This design comes from an exercise in tuning for small area on the open sky130 flow, not from production work.
Function was checked by simulation only, so behaviour that the tests miss may differ from the original.
No activity file was given, so power comes from the tool's default toggle rates.

// DUFT_ap_ctrl_chain
module DUFT_ap_ctrl_chain(
  input [31:0]      addr,
  input [31:0]      wr_data,
  input [1:0]       rd_wr,
  output [31:0]     ap_return,
  input             ap_rst,
  input             ap_start,
  input             ap_continue,
  input             ap_ce,
  output            ap_idle,
  output            ap_ready,
  output            ap_done,
  input             ap_clk
);
export LEC_CHECK = 0
export CAP_MARGIN = 20
export CORE_MARGIN = 2
export CORE_UTILIZATION = 50
export SLEW_MARGIN = 20
create_clock -name core_clock -period 8.0 [get_ports {ap_clk}]
standard.sh (not shown) runs the stock make flow with config.mk's settings and CLKGATE_MAP_FILE= SYNTH_SCRIPT=/design/flow/synth_recipe.tcl, a recipe that flattens the netlist after the stock synthesis.
==> flow/flow/run.sh <==
#!/bin/bash
# Layout flow: the standard ORFS flow (standard.sh) with three changes
# that only affect how the layout is made:
#  - synthesis is the standard synthesis script, except that the final
#    ABC technology-mapping call uses an area-oriented script (flow/area.abc);
#    registers are mapped before ABC runs, so they are unchanged;
#  - the port buffers inserted at global placement use sky130 buf_1;
#  - the clock tree uses clkbuf_8 buffers, clusters of at most 16 sinks and
#    no dummy loads.
set -euo pipefail
here=$(pwd)
{
  echo "proc abc {args} {"
  echo "  set i [lsearch \$args -script]"
  echo "  if {\$i >= 0} { set args [lreplace \$args \$i [expr {\$i + 1}] -script $here/flow/area.abc] }"
  echo "  yosys abc {*}\$args"
  echo "}"
  cat "$here/synth_recipe.tcl"
} > "$here/area_synth.tcl"
sed "s#SYNTH_SCRIPT=[^ ]*synth_recipe.tcl#SYNTH_SCRIPT=$here/area_synth.tcl#" standard.sh > area_standard.sh
grep -q area_synth.tcl area_standard.sh
export BUFFER_PORTS_ARGS="-buffer_cell sky130_fd_sc_hd__buf_1"
export CTS_ARGS="-sink_clustering_enable -repair_clock_nets -dont_use_dummy_load -buf_list sky130_fd_sc_hd__clkbuf_8 -sink_clustering_size 20 -sink_clustering_max_diameter 60"
bash area_standard.sh > standard_flow.log 2>&1
==> flow/flow/area.abc <==
strash
dc2
dc2
dch -f
amap
strash
dc2
dc2
dch -f
amap
strash
dc2
dch -f
amap
The baseline passed the timing, DRC and antenna checks.
==> next run, changes <==
==> flow/flow/run.sh (replaced) <==
#!/bin/bash
# Standard ORFS layout (the standard.sh, standard synthesis), except that
# the port buffers inserted at global placement use the smallest buffer cell.
set -euo pipefail
export BUFFER_PORTS_ARGS="-buffer_cell sky130_fd_sc_hd__buf_1"
bash standard.sh > standard_flow.log 2>&1
Settings changed: CORE_UTILIZATION 50 to 40, CTS_BUF_LIST set to sky130_fd_sc_hd__clkbuf_4.
removed: flow/flow/area.abc
Synthesized cell count grows by a few percent.
Sequential cell count does not change.
Critical path depth drops by 30.
Global-route usage falls by 4.6 points.
Clock skew drops by 6.8 ps.
==> next run, changes <==
==> flow/run.sh (new file) <==
#!/bin/bash
# synth_recipe.tcl (not shown) runs the flow's synth.tcl, then flattens the netlist and writes it again
# the make line also repeats each setting of config.mk as NAME=value (left out here)
make -C /OpenROAD-flow-scripts/flow DESIGN_CONFIG=/design/flow/config.mk WORK_HOME=/design/flow/orfs CLKGATE_MAP_FILE= SYNTH_SCRIPT=/design/flow/synth_recipe.tcl finish
removed: flow/flow/run.sh
removed: flow/standard.sh
Effect: Worst setup slack loses 680 ps. Fmax falls by 15%. Hold slack loses 3.8 ps. Global-route usage rises by 0.32 points.
==> next run, changes <==
==> flow/flow/run.sh (new file) <==
#!/bin/bash
# Layout flow: the standard ORFS flow (standard.sh) with three changes
# that only affect how the layout is made:
#  - synthesis is the standard synthesis script, except that the final
#    ABC technology-mapping call uses an area-oriented script (flow/area.abc);
#    registers are mapped before ABC runs, so they are unchanged;
#  - the port buffers inserted at global placement use sky130 buf_1;
#  - the clock tree uses clkbuf_8 buffers, clusters of at most 16 sinks and
#    no dummy loads.
set -euo pipefail
here=$(pwd)
{
  echo "proc abc {args} {"
  echo "  set i [lsearch \$args -script]"
  echo "  if {\$i >= 0} { set args [lreplace \$args \$i [expr {\$i + 1}] -script $here/flow/area.abc] }"
  echo "  yosys abc {*}\$args"
  echo "}"
  cat "$here/synth_recipe.tcl"
} > "$here/area_synth.tcl"
sed "s#SYNTH_SCRIPT=[^ ]*synth_recipe.tcl#SYNTH_SCRIPT=$here/area_synth.tcl#" standard.sh > area_standard.sh
grep -q area_synth.tcl area_standard.sh
export BUFFER_PORTS_ARGS="-buffer_cell sky130_fd_sc_hd__buf_1"
export CTS_ARGS="-sink_clustering_enable -repair_clock_nets -dont_use_dummy_load -buf_list sky130_fd_sc_hd__clkbuf_8 -sink_clustering_size 16 -sink_clustering_max_diameter 60"
bash area_standard.sh > standard_flow.log 2>&1
==> flow/flow/area.abc (new file) <==
strash
dc2
dc2
dch -f
amap
strash
dc2
dc2
dch -f
amap
strash
dc2
dch -f
amap
==> flow/standard.sh (new file) <==
#!/bin/bash
# synth_recipe.tcl (not shown) runs the flow's synth.tcl, then flattens the netlist and writes it again
# the make line also repeats each setting of config.mk as NAME=value (left out here)
make -C /OpenROAD-flow-scripts/flow DESIGN_CONFIG=/design/flow/config.mk WORK_HOME=/design/flow/orfs CLKGATE_MAP_FILE= SYNTH_SCRIPT=/design/flow/synth_recipe.tcl "${@:-finish}"
Settings changed: CAP_MARGIN 20 to 0, CORE_UTILIZATION 40 to 65, CTS_BUF_LIST sky130_fd_sc_hd__clkbuf_4 to unset, SLEW_MARGIN 20 to 0.
removed: flow/run.sh
Effect:
- worst hold slack got worse by 14 ps
- wire length came out lower by 8.1%
- global-route usage went up by 11 points
- synthesized area drops by 4.6%
- worst setup slack gets worse by 1400 ps
- sequential share of layout area rose by 8.6 points
- cell area goes down by 14%
- count of clock-buffer cells in the layout went down by 65
- synthesized cell count goes down by 5.6%
==> next run, changes <==
Settings changed: CAP_MARGIN 0 to 20, CORE_UTILIZATION 65 to 50, GPL_TIMING_DRIVEN set to 0, SLEW_MARGIN 0 to 20.
Outcome: The changed run ran to the end with no violations. Combinational power goes down by about 1%. Non-clock buffer count rose by 11. Synthesized cell count is unchanged. Register-to-register slack degrades by 80 ps. Cell count goes up by 6.0%. First-iteration DRC count is lower by 33%. Clock-buffer cell count grows by 1. Wire length rises by 0.85%. Utilization decreases by 16 points. Power barely changes.
==> next run, changes <==
==> flow/flow/run.sh (replaced) <==
#!/bin/bash
# Standard ORFS layout (the standard.sh, standard synthesis) with smaller
# port buffers and a clock tree built from small buffers without dummy loads.
set -euo pipefail
export BUFFER_PORTS_ARGS="-buffer_cell sky130_fd_sc_hd__buf_1"
export CTS_ARGS="-sink_clustering_enable -repair_clock_nets -dont_use_dummy_load -buf_list sky130_fd_sc_hd__clkbuf_16 -sink_clustering_size 30 -sink_clustering_max_diameter 80"
bash standard.sh > standard_flow.log 2>&1
Settings changed: GPL_TIMING_DRIVEN 0 to unset.
removed: flow/flow/area.abc
The new run completed with no timing, DRC or antenna violations.
Combinational power came out lower by about 2%.
Worst setup slack gets better by 2300 ps.
Fmax is higher by 62%.
Via count hardly moves.
Utilization goes down by 1.4 points.
Clock power increases by 11%.
Non-clock buffer count goes down by 14.

==> what the ideal ports hide <==
The flow's constraints put no driver on any port. The routed layouts listed below were extracted and timed again, unchanged, in two steps. Step 1 sets driving cells, clkbuf_16 on the clock port and buf_2 on the other inputs (assumed; they add their load-dependent delay and slew). Step 2 times the ports against the registers' clock, not the clock port: input delays grow and output delays shrink by t, the midpoint of the rising clock arrivals with the driver on. Slacks: ideal ports / drivers / drivers and shift; pairs: ideal ports / drivers.
run | shift t [ns] | slack for setup (ns) | worst register clock-pin slew, ns
the first run | 0.520 | 2.354 / 2.354 / 2.354 | 0.12 / 0.12
the second run | 0.703 | 4.287 / 4.247 / 4.325 | 0.07 / 0.07
the third run | 0.698 | 3.610 / 3.590 / 3.590 | 0.07 / 0.07
the fourth run | 0.527 | 2.179 / 2.179 / 2.179 | 0.10 / 0.10
the fifth run | 0.537 | 2.104 / 2.104 / 2.104 | 0.11 / 0.11
the sixth run | 0.502 | 4.362 / 4.336 / 4.201 | 0.11 / 0.11
After both steps every run listed still meets setup and hold. The setup slack of the sixth run, which loses most, moves by -0.026 ns with the drivers and by -0.161 ns with both steps.
